Context: an optimization exercise on an open-source flow, tuned for small area, a short achievable clock period and few clock cycles per item. The choices shown serve that exercise and are no tape-out recipe. At most, simulation tests tie the RTL to the original design; equivalence was not proved.

// cordic
module cordic #(parameter WIDTH = 32, ITER = 16)(
    input clk,
    input rst,
    input start,
    input mode,  
    input signed [WIDTH-1:0] x_in,
    input signed [WIDTH-1:0] y_in,
    input signed [WIDTH-1:0] z_in,
    output signed [WIDTH-1:0] x_out,
    output signed [WIDTH-1:0] y_out,
    output signed [WIDTH-1:0] z_out,
    output reg done
);
Size: ~2100 cells after synthesis, about 120 flip-flops.
clock: 7.0 ns
lec_check: 0
abc_area: 1
cap_margin: 20
core_margin: 2
core_utilization: 45
setup_slack_margin: 3.5
slew_margin: 20
standard.sh (not shown) runs the stock make flow with config.mk's settings and CLKGATE_MAP_FILE= SYNTH_SCRIPT=/design/flow/synth_recipe.tcl, a recipe that flattens the netlist after the stock synthesis.
==> flow/flow/run.sh <==
#!/bin/bash
# The standard layout with two changes: plain buf_1 cells as the port buffers
# (buffer_ports otherwise picks delay buffers), and no adder-cell mapping in
# synthesis (ADDER_MAP_FILE empty), so abc maps the adders' prefix logic from
# gates instead of ha/fa cells. Registers and their names are unchanged.
# make's output goes to make.log here; each ORFS step keeps its own log under orfs/logs.
set -euo pipefail
export BUFFER_PORTS_ARGS="-buffer_cell sky130_fd_sc_hd__buf_1"
bash standard.sh ADDER_MAP_FILE= finish > make.log 2>&1
Then changed:
--- a/flow/design.v
+++ b/flow/design.v
@@ -5,23 +5,24 @@
     input mode,  
     input signed [WIDTH-1:0] x_in,
     input signed [WIDTH-1:0] y_in,
     input signed [WIDTH-1:0] z_in,
     output signed [WIDTH-1:0] x_out,
     output signed [WIDTH-1:0] y_out,
     output signed [WIDTH-1:0] z_out,
     output reg done
 );
     localparam signed [WIDTH-1:0] K = 32'sd19898;   
     reg signed [WIDTH-1:0] x, y, z;
-    reg [3:0] ix, iy;
+    reg [3:0] i;       
+    reg [3:0] ix, iy;  
     reg busy;
     reg mode_r;        
     function signed [WIDTH-1:0] atan_table;
         input [3:0] idx;
         case (idx)
             4'd0:  atan_table = 32'sd25736;
             4'd1:  atan_table = 32'sd15192;
             4'd2:  atan_table = 32'sd8027;
             4'd3:  atan_table = 32'sd4074;
             4'd4:  atan_table = 32'sd2045;
             4'd5:  atan_table = 32'sd1023;
@@ -114,45 +115,49 @@
                 gn[28] = gg[28] | (pp[28] & gg[27]); pn[28] = pp[28] & pp[27];
                 gn[30] = gg[30] | (pp[30] & gg[29]); pn[30] = pp[30] & pp[29];
                 gg = gn; pp = pn;
             addsub = p ^ {gg[WIDTH-2:0], sub};
         end
     endfunction
     wire signed [WIDTH-1:0] xs = x >>> ix;
     wire signed [WIDTH-1:0] ys = y >>> iy;
     wire d = mode_r ? y[WIDTH-1] : ~z[WIDTH-1];
     wire signed [WIDTH-1:0] xn = addsub(x, ys, d);
     wire signed [WIDTH-1:0] yn = addsub(y, xs, ~d);
-    wire signed [WIDTH-1:0] zn = addsub(z, atan_table(iy), d);
+    wire signed [WIDTH-1:0] zn = addsub(z, atan_table(i), d);
     wire load = start & ~busy;
     always @(posedge clk) begin
         ix <= busy ? ix + 4'd1 : 4'd0;
         iy <= busy ? iy + 4'd1 : 4'd0;
         if (!busy)
             mode_r <= mode;
         if (busy) begin
             x <= xn;
             y <= yn;
             z <= zn;
         end else begin
             x <= mode ? x_in : K;
             y <= mode ? y_in : {WIDTH{1'b0}};
             z <= mode ? {WIDTH{1'b0}} : z_in;
         end
     end
     always @(posedge clk or posedge rst) begin
         if (rst) begin
             busy <= 1'b0;
             done <= 1'b0;
+            i <= 4'd0;
         end else begin
-            done <= busy & (ix == ITER - 1);
+            done <= busy & (i == ITER - 1);
+            if (busy) begin
+                i <= i + 4'd1;
+            end
             if (load)
                 busy <= 1'b1;
-            else if (ix == ITER - 1) begin
+            else if (i == ITER - 1) begin
                 busy <= 1'b0;
             end
         end
     end
     assign x_out = x;
     assign y_out = y;
     assign z_out = z;
 endmodule
Result: Global-route usage came out higher by 0.19 points. Clock-buffer cell count came out lower by 7. Design area came out lower by a few percent. Via count came out lower by a few percent. Synthesized cell count came out lower slightly. Critical path depth came out higher by 3.
Testbench counts after the change, summed over its fixed seeds: cycles 57,592, ops 3,200.
Function not checked in the first run of this note: the RTL went through the layout flow alone.

========
== violet ==
The RTL this note starts from:
==> flow/design.v <==
module cordic #(parameter WIDTH = 32, ITER = 16)(
    input clk,
    input rst,
    input start,
    input mode,  
    input signed [WIDTH-1:0] x_in,
    input signed [WIDTH-1:0] y_in,
    input signed [WIDTH-1:0] z_in,
    output signed [WIDTH-1:0] x_out,
    output signed [WIDTH-1:0] y_out,
    output signed [WIDTH-1:0] z_out,
    output reg done
);
    localparam signed [WIDTH-1:0] K = 32'sd19898;   
    reg signed [WIDTH-1:0] x, y, z;
    reg [3:0] ix, iy;
    reg busy;
    reg mode_r;        
    function signed [WIDTH-1:0] atan_table;
        input [3:0] idx;
        case (idx)
            4'd0:  atan_table = 32'sd25736;
            4'd1:  atan_table = 32'sd15192;
            4'd2:  atan_table = 32'sd8027;
            4'd3:  atan_table = 32'sd4074;
            4'd4:  atan_table = 32'sd2045;
            4'd5:  atan_table = 32'sd1023;
            4'd6:  atan_table = 32'sd511;
            4'd7:  atan_table = 32'sd256;
            4'd8:  atan_table = 32'sd128;
            4'd9:  atan_table = 32'sd64;
            4'd10: atan_table = 32'sd32;
            4'd11: atan_table = 32'sd16;
            4'd12: atan_table = 32'sd8;
            4'd13: atan_table = 32'sd4;
            4'd14: atan_table = 32'sd2;
            default: atan_table = 32'sd1;
        endcase
    endfunction
    function [WIDTH-1:0] addsub;
        input [WIDTH-1:0] a;
        input [WIDTH-1:0] b;
        input sub;
        reg [WIDTH-1:0] bb, p, g, pp, gg, pn, gn;
        begin
            bb = b ^ {WIDTH{sub}};
            p = a ^ bb;
            g = a & bb;
            g[0] = g[0] | (p[0] & sub);
            gg = g; pp = p; gn = g; pn = p;
                gn[1] = gg[1] | (pp[1] & gg[0]); pn[1] = pp[1] & pp[0];
                gn[3] = gg[3] | (pp[3] & gg[2]); pn[3] = pp[3] & pp[2];
                gn[5] = gg[5] | (pp[5] & gg[4]); pn[5] = pp[5] & pp[4];
                gn[7] = gg[7] | (pp[7] & gg[6]); pn[7] = pp[7] & pp[6];
                gn[9] = gg[9] | (pp[9] & gg[8]); pn[9] = pp[9] & pp[8];
                gn[11] = gg[11] | (pp[11] & gg[10]); pn[11] = pp[11] & pp[10];
                gn[13] = gg[13] | (pp[13] & gg[12]); pn[13] = pp[13] & pp[12];
                gn[15] = gg[15] | (pp[15] & gg[14]); pn[15] = pp[15] & pp[14];
                gn[17] = gg[17] | (pp[17] & gg[16]); pn[17] = pp[17] & pp[16];
                gn[19] = gg[19] | (pp[19] & gg[18]); pn[19] = pp[19] & pp[18];
                gn[21] = gg[21] | (pp[21] & gg[20]); pn[21] = pp[21] & pp[20];
                gn[23] = gg[23] | (pp[23] & gg[22]); pn[23] = pp[23] & pp[22];
                gn[25] = gg[25] | (pp[25] & gg[24]); pn[25] = pp[25] & pp[24];
                gn[27] = gg[27] | (pp[27] & gg[26]); pn[27] = pp[27] & pp[26];
                gn[29] = gg[29] | (pp[29] & gg[28]); pn[29] = pp[29] & pp[28];
                gn[31] = gg[31] | (pp[31] & gg[30]); pn[31] = pp[31] & pp[30];
                gg = gn; pp = pn;
                gn[3] = gg[3] | (pp[3] & gg[1]); pn[3] = pp[3] & pp[1];
                gn[7] = gg[7] | (pp[7] & gg[5]); pn[7] = pp[7] & pp[5];
                gn[11] = gg[11] | (pp[11] & gg[9]); pn[11] = pp[11] & pp[9];
                gn[15] = gg[15] | (pp[15] & gg[13]); pn[15] = pp[15] & pp[13];
                gn[19] = gg[19] | (pp[19] & gg[17]); pn[19] = pp[19] & pp[17];
                gn[23] = gg[23] | (pp[23] & gg[21]); pn[23] = pp[23] & pp[21];
                gn[27] = gg[27] | (pp[27] & gg[25]); pn[27] = pp[27] & pp[25];
                gn[31] = gg[31] | (pp[31] & gg[29]); pn[31] = pp[31] & pp[29];
                gg = gn; pp = pn;
                gn[7] = gg[7] | (pp[7] & gg[3]); pn[7] = pp[7] & pp[3];
                gn[15] = gg[15] | (pp[15] & gg[11]); pn[15] = pp[15] & pp[11];
                gn[23] = gg[23] | (pp[23] & gg[19]); pn[23] = pp[23] & pp[19];
                gn[31] = gg[31] | (pp[31] & gg[27]); pn[31] = pp[31] & pp[27];
                gg = gn; pp = pn;
                gn[15] = gg[15] | (pp[15] & gg[7]); pn[15] = pp[15] & pp[7];
                gn[31] = gg[31] | (pp[31] & gg[23]); pn[31] = pp[31] & pp[23];
                gg = gn; pp = pn;
                gn[31] = gg[31] | (pp[31] & gg[15]); pn[31] = pp[31] & pp[15];
                gg = gn; pp = pn;
                gn[23] = gg[23] | (pp[23] & gg[15]); pn[23] = pp[23] & pp[15];
                gg = gn; pp = pn;
                gn[11] = gg[11] | (pp[11] & gg[7]); pn[11] = pp[11] & pp[7];
                gn[19] = gg[19] | (pp[19] & gg[15]); pn[19] = pp[19] & pp[15];
                gn[27] = gg[27] | (pp[27] & gg[23]); pn[27] = pp[27] & pp[23];
                gg = gn; pp = pn;
                gn[5] = gg[5] | (pp[5] & gg[3]); pn[5] = pp[5] & pp[3];
                gn[9] = gg[9] | (pp[9] & gg[7]); pn[9] = pp[9] & pp[7];
                gn[13] = gg[13] | (pp[13] & gg[11]); pn[13] = pp[13] & pp[11];
                gn[17] = gg[17] | (pp[17] & gg[15]); pn[17] = pp[17] & pp[15];
                gn[21] = gg[21] | (pp[21] & gg[19]); pn[21] = pp[21] & pp[19];
                gn[25] = gg[25] | (pp[25] & gg[23]); pn[25] = pp[25] & pp[23];
                gn[29] = gg[29] | (pp[29] & gg[27]); pn[29] = pp[29] & pp[27];
                gg = gn; pp = pn;
                gn[2] = gg[2] | (pp[2] & gg[1]); pn[2] = pp[2] & pp[1];
                gn[4] = gg[4] | (pp[4] & gg[3]); pn[4] = pp[4] & pp[3];
                gn[6] = gg[6] | (pp[6] & gg[5]); pn[6] = pp[6] & pp[5];
                gn[8] = gg[8] | (pp[8] & gg[7]); pn[8] = pp[8] & pp[7];
                gn[10] = gg[10] | (pp[10] & gg[9]); pn[10] = pp[10] & pp[9];
                gn[12] = gg[12] | (pp[12] & gg[11]); pn[12] = pp[12] & pp[11];
                gn[14] = gg[14] | (pp[14] & gg[13]); pn[14] = pp[14] & pp[13];
                gn[16] = gg[16] | (pp[16] & gg[15]); pn[16] = pp[16] & pp[15];
                gn[18] = gg[18] | (pp[18] & gg[17]); pn[18] = pp[18] & pp[17];
                gn[20] = gg[20] | (pp[20] & gg[19]); pn[20] = pp[20] & pp[19];
                gn[22] = gg[22] | (pp[22] & gg[21]); pn[22] = pp[22] & pp[21];
                gn[24] = gg[24] | (pp[24] & gg[23]); pn[24] = pp[24] & pp[23];
                gn[26] = gg[26] | (pp[26] & gg[25]); pn[26] = pp[26] & pp[25];
                gn[28] = gg[28] | (pp[28] & gg[27]); pn[28] = pp[28] & pp[27];
                gn[30] = gg[30] | (pp[30] & gg[29]); pn[30] = pp[30] & pp[29];
                gg = gn; pp = pn;
            addsub = p ^ {gg[WIDTH-2:0], sub};
        end
    endfunction
    wire signed [WIDTH-1:0] xs = x >>> ix;
    wire signed [WIDTH-1:0] ys = y >>> iy;
    wire d = mode_r ? y[WIDTH-1] : ~z[WIDTH-1];
    wire signed [WIDTH-1:0] xn = addsub(x, ys, d);
    wire signed [WIDTH-1:0] yn = addsub(y, xs, ~d);
    wire signed [WIDTH-1:0] zn = addsub(z, atan_table(iy), d);
    wire load = start & ~busy;
    always @(posedge clk) begin
        if (busy) begin
            x <= xn;
            y <= yn;
            z <= zn;
        end else begin
            x <= mode ? x_in : K;
            y <= mode ? y_in : {WIDTH{1'b0}};
            z <= mode ? {WIDTH{1'b0}} : z_in;
        end
    end
    always @(posedge clk or posedge rst) begin
        if (rst) begin
            busy <= 1'b0;
            done <= 1'b0;
            ix <= 4'd0;
            iy <= 4'd0;
            mode_r <= 1'b0;
        end else begin
            done <= busy & (ix == ITER - 1);
            if (busy) begin
                ix <= ix + 4'd1;
                iy <= iy + 4'd1;
            end
            if (load) begin
                busy <= 1'b1;
                mode_r <= mode;
            end else if (ix == ITER - 1) begin
                busy <= 1'b0;
            end
        end
    end
    assign x_out = x;
    assign y_out = y;
    assign z_out = z;
endmodule
clock: 7.0 ns
lec_check: 0
abc_area: 1
cap_margin: 20
core_margin: 2
core_utilization: 50
setup_slack_margin: 3.5
slew_margin: 20
Scripts as last shown in full above: flow/flow/run.sh
violet was carried through to the last stage, and its layout satisfied the timing, DRC and antenna checks.
For harbor, these inputs were changed with respect to violet:
-- flow/design.v --
<<< violet, line 14
    localparam signed [WIDTH-1:0] K = 32'sd19898;   
    reg signed [WIDTH-1:0] x, y, z;
    reg [3:0] ix, iy;
    reg busy;
    reg mode_r;        
>>> harbor, line 14
    localparam signed [WIDTH-1:0] K = 32'sd19898;   
    reg signed [WIDTH-1:0] x, y, z;
    reg [3:0] i;       
    reg [3:0] ix, iy;  
    reg busy;
    reg mode_r;        
<<< violet, line 123
    wire signed [WIDTH-1:0] xn = addsub(x, ys, d);
    wire signed [WIDTH-1:0] yn = addsub(y, xs, ~d);
    wire signed [WIDTH-1:0] zn = addsub(z, atan_table(iy), d);
    wire load = start & ~busy;
    always @(posedge clk) begin
>>> harbor, line 124
    wire signed [WIDTH-1:0] xn = addsub(x, ys, d);
    wire signed [WIDTH-1:0] yn = addsub(y, xs, ~d);
    wire signed [WIDTH-1:0] zn = addsub(z, atan_table(i), d);
    wire load = start & ~busy;
    always @(posedge clk) begin
<<< violet, line 140
            busy <= 1'b0;
            done <= 1'b0;
            ix <= 4'd0;
            iy <= 4'd0;
            mode_r <= 1'b0;
        end else begin
            done <= busy & (ix == ITER - 1);
            if (busy) begin
                ix <= ix + 4'd1;
                iy <= iy + 4'd1;
>>> harbor, line 141
            busy <= 1'b0;
            done <= 1'b0;
            i <= 4'd0;
            ix <= 4'd0;
            iy <= 4'd0;
            mode_r <= 1'b0;
        end else begin
            done <= busy & (i == ITER - 1);
            if (busy) begin
                i <= i + 4'd1;
                ix <= ix + 4'd1;
                iy <= iy + 4'd1;
<<< violet, line 152
                busy <= 1'b1;
                mode_r <= mode;
            end else if (ix == ITER - 1) begin
                busy <= 1'b0;
            end
>>> harbor, line 155
                busy <= 1'b1;
                mode_r <= mode;
            end else if (i == ITER - 1) begin
                busy <= 1'b0;
            end
==> comparison <==
Taking violet over harbor, the depth of the worst register-to-register path ratio works out to 0.889. From violet to harbor the numbers moved as follows: summed instance area of the synthesized netlist lower, average cell area after synthesis dropped 0.035 µm². NOTE: area growth from synthesis to layout in harbor falls short of that of violet. Re sequential fraction of total cell area: harbor and violet aren't equal, and the lower value belongs to violet. Delta (harbor minus violet): met3 usage in global routing increased 2.1 points, least setup slack across all paths after layout increased 66 ps. Reported for harbor and violet, number of antenna violations at the first check in global routing turned out identical to the last digit. Between harbor and violet, the height of the chip is lower for harbor.
Testbench counts of harbor, summed over its fixed seeds: cycles 57,592, ops 3,200.
For violet, only the layout was checked, not whether the RTL still works.

==> re-timing with driven ports <==
The results above use ideal ports. As a check the final layouts listed here were re-extracted and re-timed, cells and wires unchanged.
Step 1 assumes that a clkbuf_16 drives the clock port and a buf_2 every other input.
Step 2 times the ports against the registers' clock, not the clock port: input delays grow and output delays shrink by t, the midpoint of the rising clock arrivals with the driver on.
Slacks: ideal / step 1 / step 2; pairs: ideal / step 1.
| run | shift t [ns] | setup WS [ns] | worst setup path at the end | worst data-port slew with drivers (ns) | cell pins on the clock port's net |
|---|---|---|---|---|---|
| the first run of note 1 | 0.484 | 3.796 / 3.796 / 3.692 | input to register | 0.06 | 1 |
| the second run of note 1 | 0.417 | 3.843 / 3.843 / 3.739 | input to register | 0.05 | 1 |
| violet | 0.422 | 3.752 / 3.752 / 3.635 | input to register | 0.05 | 1 |
| harbor | 0.417 | 3.818 / 3.818 / 3.818 | register to register | 0.06 | 1 |
After both steps setup and hold are still met in every run listed. The setup slack of violet, which loses most, moves by 0.000 ns with the drivers and by -0.117 ns with both steps.
